Context: an optimization exercise on an open-source flow, tuned for small area and a short achievable clock period. The choices shown serve that exercise and are no tape-out recipe. No run shown here included a check of the RTL's function; only the layout flow was run.

==> flow/design.v, too long to show whole: its modules and the start of the top module <==
// module iir_fa: 4 lines
// module iir_ha: 4 lines
// module iir_hb: 4 lines
// module pipelined_iir: 6683 lines
module pipelined_iir(clk, reset, x, y);
  // ...
==> flow/run.sh <==
#!/bin/bash
# synth_recipe.tcl (not shown) runs the flow's synth.tcl, then flattens the netlist and writes it again
# the make line also repeats each setting of config.mk as NAME=value (left out here)
make -C /OpenROAD-flow-scripts/flow DESIGN_CONFIG=/design/flow/config.mk WORK_HOME=/design/flow/orfs CLKGATE_MAP_FILE= SYNTH_SCRIPT=/design/flow/synth_recipe.tcl finish
==> flow/config.mk <==
export PLATFORM = sky130hd
export DESIGN_NAME = pipelined_iir
export DESIGN_NICKNAME = pipelined_iir
export VERILOG_FILES = /design/flow/design.v
export SDC_FILE = /design/flow/constraint.sdc
export NUM_CORES = 8
export LEC_CHECK = 0
export CAP_MARGIN = 40
export CORE_MARGIN = 2
export CORE_UTILIZATION = 60
export SLEW_MARGIN = 40
export SYNTH_HIERARCHICAL = 1
export SYNTH_MINIMUM_KEEP_SIZE = 0
==> flow/constraint.sdc <==
create_clock -name core_clock -period 32.0 [get_ports {clk}]
set_input_delay 6.4000 -clock core_clock [delete_from_list [all_inputs] [get_ports {clk}]]
set_output_delay 6.4000 -clock core_clock [all_outputs]
set_load 0.01 [all_outputs]
==> flow_metrics.py, run 1 <==
metrics = {
    "status": {
        "status": "timing/DRC/antenna clean",
    },
    "timing": {
        "fin_skew_ns": 0.0407,
        "setup_tns_ns": 0,
    },
    "worst_setup_path": {
        "endpoint": "y[29]",
        "path_buf_inv": 4,
        "crit_type": "primary input to primary output",
        "crit_top_cell": "fa_1",
    },
    "logic_synthesis": {
        "netlist_instances": 12100,
        "syn_nets": 17700,
    },
    "layout": {
        "nMultiInputCombCells": 8382,
        "seq_cell_count": 813,
        "final_cell_mix": "fa_1, inv_1, ha_1",
        "multi_input_area_share_pct": 76.2,
        "buffers": 576,
        "n_fill_cell": 18800,
        "clk_share_pct": 2.51,
        "clock_buffers": 150,
    },
    "global_routing": {
        "grt_overflow_total": 0,
    },
    "drt": {
        "avgRoutedWirePerCell_um": 39.3,
        "dr_wl_met2_um": 263000,
        "ant_nets": 0,
    },
    "clock_network": {
        "root_buffer": "clkbuf_16",
        "postCtsSetupRepairBufs": 0,
        "cts.sinks": 813,
        "cts_buffers": 114,
        "htreeDepth": 3,
    },
    "place": {
        "place_congestion": 1.07,
    },
    "floorplan": {
        "row_count": 183,
    },
}
==> run 2: changes to the inputs <==
--- a/flow/config.mk
+++ b/flow/config.mk
@@ -7,7 +7,7 @@
 export LEC_CHECK = 0
 export CAP_MARGIN = 40
 export CORE_MARGIN = 2
-export CORE_UTILIZATION = 60
+export CORE_UTILIZATION = 35
 export SLEW_MARGIN = 40
 export SYNTH_HIERARCHICAL = 1
 export SYNTH_MINIMUM_KEEP_SIZE = 0
==> flow_metrics.py, run 2 <==
metrics = {
    "status": {
        "status": "timing/DRC/antenna clean",
    },
    "drt": {
        "first_pass_iters": 7,
        "drtIter0Drc": 8582,
        "drc": 0,
        "avgRoutedWirePerCell_um": 33.5,
        "ant_nets": 0,
        "avgViaCountPerCell": 5.23,
        "num_vias": 95900,
        "wl_um": 614000,
    },
    "clock_network": {
        "cts-hold-fix-buffers": 0,
        "cts.sinks": 813,
        "root_buffer": "clkbuf_16",
        "htreeDepth": 3,
        "clock_path_buffers": 3,
        "ctsResizeCount": 0,
        "clkTransAtPathRegs_ns": 0.06,
        "postCtsSetupRepairBufs": 0,
        "cts_tree": "yes",
        "cts_buffers": 112,
        "insertion_delay_ns": 0.88,
    },
    "global_routing": {
        "grt_max_degree": 112,
        "grt_overflow_total": 0,
        "grt_pass1_wl_um": 866000,
        "antenna_found_initial": 20,
        "track_usage_pct": 29.3,
        "grt_pass1_vias": 107000,
    },
    "layout": {
        "fin_cells": 18300,
        "final_common_cell": "fa_1",
        "regArea_um2": 16400,
        "multi_input_area_um2": 126000,
        "n_fill_cell": 41100,
        "fin_area_um2": 168000,
        "fin_nets": 18200,
        "syn_to_final_growth_pct": 11.5,
        "final_cell_mix": "fa_1, inv_1, ha_1",
        "layout-drive-gt1-share_pct": 11.7,
    },
    "worst_setup_path": {
        "critPathRequiredTime_ns": 25.60,
        "endpoint": "y[26]",
        "worst-r2r-cell-count": 51,
        "crit_fanout": 9,
        "crit_type": "primary input to primary output",
        "critPathLaunchType": "primary input",
        "startpoint": "x[16]",
        "regToRegSetupSlack_ns": 13.52,
        "cp.arrival_ns": 14.01,
        "r2r-end": "w2[63]$_SDFF_PP0_",
        "crit_path_end_kind": "primary output",
        "reg2reg_from": "qr[2]$_SDFF_PP0_",
    },
    "logic_synthesis": {
        "syn_area_per_cell_um2": 12.5,
        "synth_warnings": 7,
        "syn_nets": 17700,
        "syn_area_um2": 150000,
        "netlist_instances": 12100,
    },
    "timing": {
        "rsz0062_at_grt": "false",
        "maxSlewViolCount": 0,
        "worstMarginPinSlew_ns": 1.00,
        "finalSetupViolations": 0,
        "hold_violations": 0,
        "setup_ws_ns": 11.59,
        "fin_skew_ns": 0.0959,
        "slew_headroom_pct": 33.1,
        "setup_tns_ns": 0,
        "min_period_ns": 20.41,
        "period_share_pct": 63.8,
        "clock.fmax_mhz": 49.0,
    },
    "floorplan": {
        "die-area_um2": 435000,
        "ios": 66,
        "core_area_um2": 428000,
        "start_util_pct": 35.2,
        "die_h_um": 660,
        "row_count": 240,
        "die_w_um": 660,
    },
    "min_path": {
        "worst_hold_path_type": "register to register",
    },
    "place": {
        "post-dp-hpwl_um": 484000,
        "place_congestion": 1.02,
        "dpl_cell_area_um2": 164000,
        "dp.cells": 18100,
        "place_ws_ns": 11.65,
        "port_buffers": 65,
    },
    "run": {
        "cap_viol_max_count": 0,
    },
}
-- run 2: how the worst min path moves through the flow --
stage | cells after the start | startpoint | endpoint
final | 1 | w4[0]$_SDFF_PP1_ | w3[0]$_SDFF_PP1_
after global routing | 1 | w4[0]$_SDFF_PP1_ | w3[0]$_SDFF_PP1_
after CTS | 1 | w4[0]$_SDFF_PP1_ | w3[0]$_SDFF_PP1_
after detailed placement | 1 | w5[2]$_SDFF_PP1_ | w4[2]$_SDFF_PP1_
after global placement | 1 | w8[0]$_SDFF_PP1_ | w7[0]$_SDFF_PP1_
after floorplan | 1 | w2[0]$_SDFF_PP1_ | w1[0]$_SDFF_PP1_
-- run 2: metrics by stage --
step	hold WS, ns	util [%]
floorplan	0.389	-
global placement	0.394	38.2
detailed placement	0.393	38.3
CTS	0.406	39.2
global route	0.421	39.2
finish	0.404	39.2
-- run 2: critical path, cell delays in order --
cell and delay, ns:
clkdlybuf4s50_1 0.45, buf_4 0.27, fa_1 0.50, fa_1 0.46, fa_1 0.37, inv_1 0.08
fa_1 0.42, fa_1 0.44, ha_1 0.40, a21o_1 0.23, a211oi_1 0.65, o221ai_1 0.26
nor3b_1 0.79, o31ai_2 0.31, a22oi_1 0.37, nand2_1 0.20, a21oi_1 0.32, xnor2_1 0.22
clkdlybuf4s50_1 0.85
-- run 2: layout make-up --
type,count,share of cell area [%]
clock inverter,63,0.539
antenna,19,0.0283
inverter,2664,5.96
clock buffer,148,1.85
multi-input combinational,8382,74.9
timing repair buffer,571,2.67
sequential,813,9.80
tap,5687,4.24
-- run 2: routing by layer --
metal,up-vias,track usage (%),wire length (µm),part of all wire [%]
li1,36900,-,-,-
met1,51600,34.8,217000,35
met2,5188,44.5,271000,44
met3,2149,8.21,59600,9.7
met4,6,23.6,66100,11
met5,-,0.211,164,0.027

==> what the ideal ports hide <==
How much do the figures lean on ideal ports? The routed layouts below were timed once more, with nothing changed but the port constraints.
Step 1: set_driving_cell puts a clkbuf_16 on clk and a buf_2 on each other input, an assumption about the parent block.
Step 2 also shifts input and output timing later by t, the mid clock arrival at the registers, as if the neighbouring blocks saw the same clock.
a / b / c = ideal / step 1 / step 2; a / b = the first two.
| run | shift t [ns] | slack for setup (ns) | hold slack, ns | clock arrival spread, ns | worst data-port slew with drivers (ns) |
|---|---|---|---|---|---|
| run 1 | 0.953 | 12.132 / 12.099 / 12.099 | 0.409 / 0.409 / 0.409 | 0.041 / 0.041 | 0.05 |
| run 2 | 0.939 | 11.589 / 11.565 / 11.565 | 0.404 / 0.404 / 0.404 | 0.097 / 0.097 | 0.05 |
After both steps setup and hold are still met in every run listed. The setup slack of run 1, which loses most, moves by -0.033 ns with the drivers and by -0.033 ns with both steps.
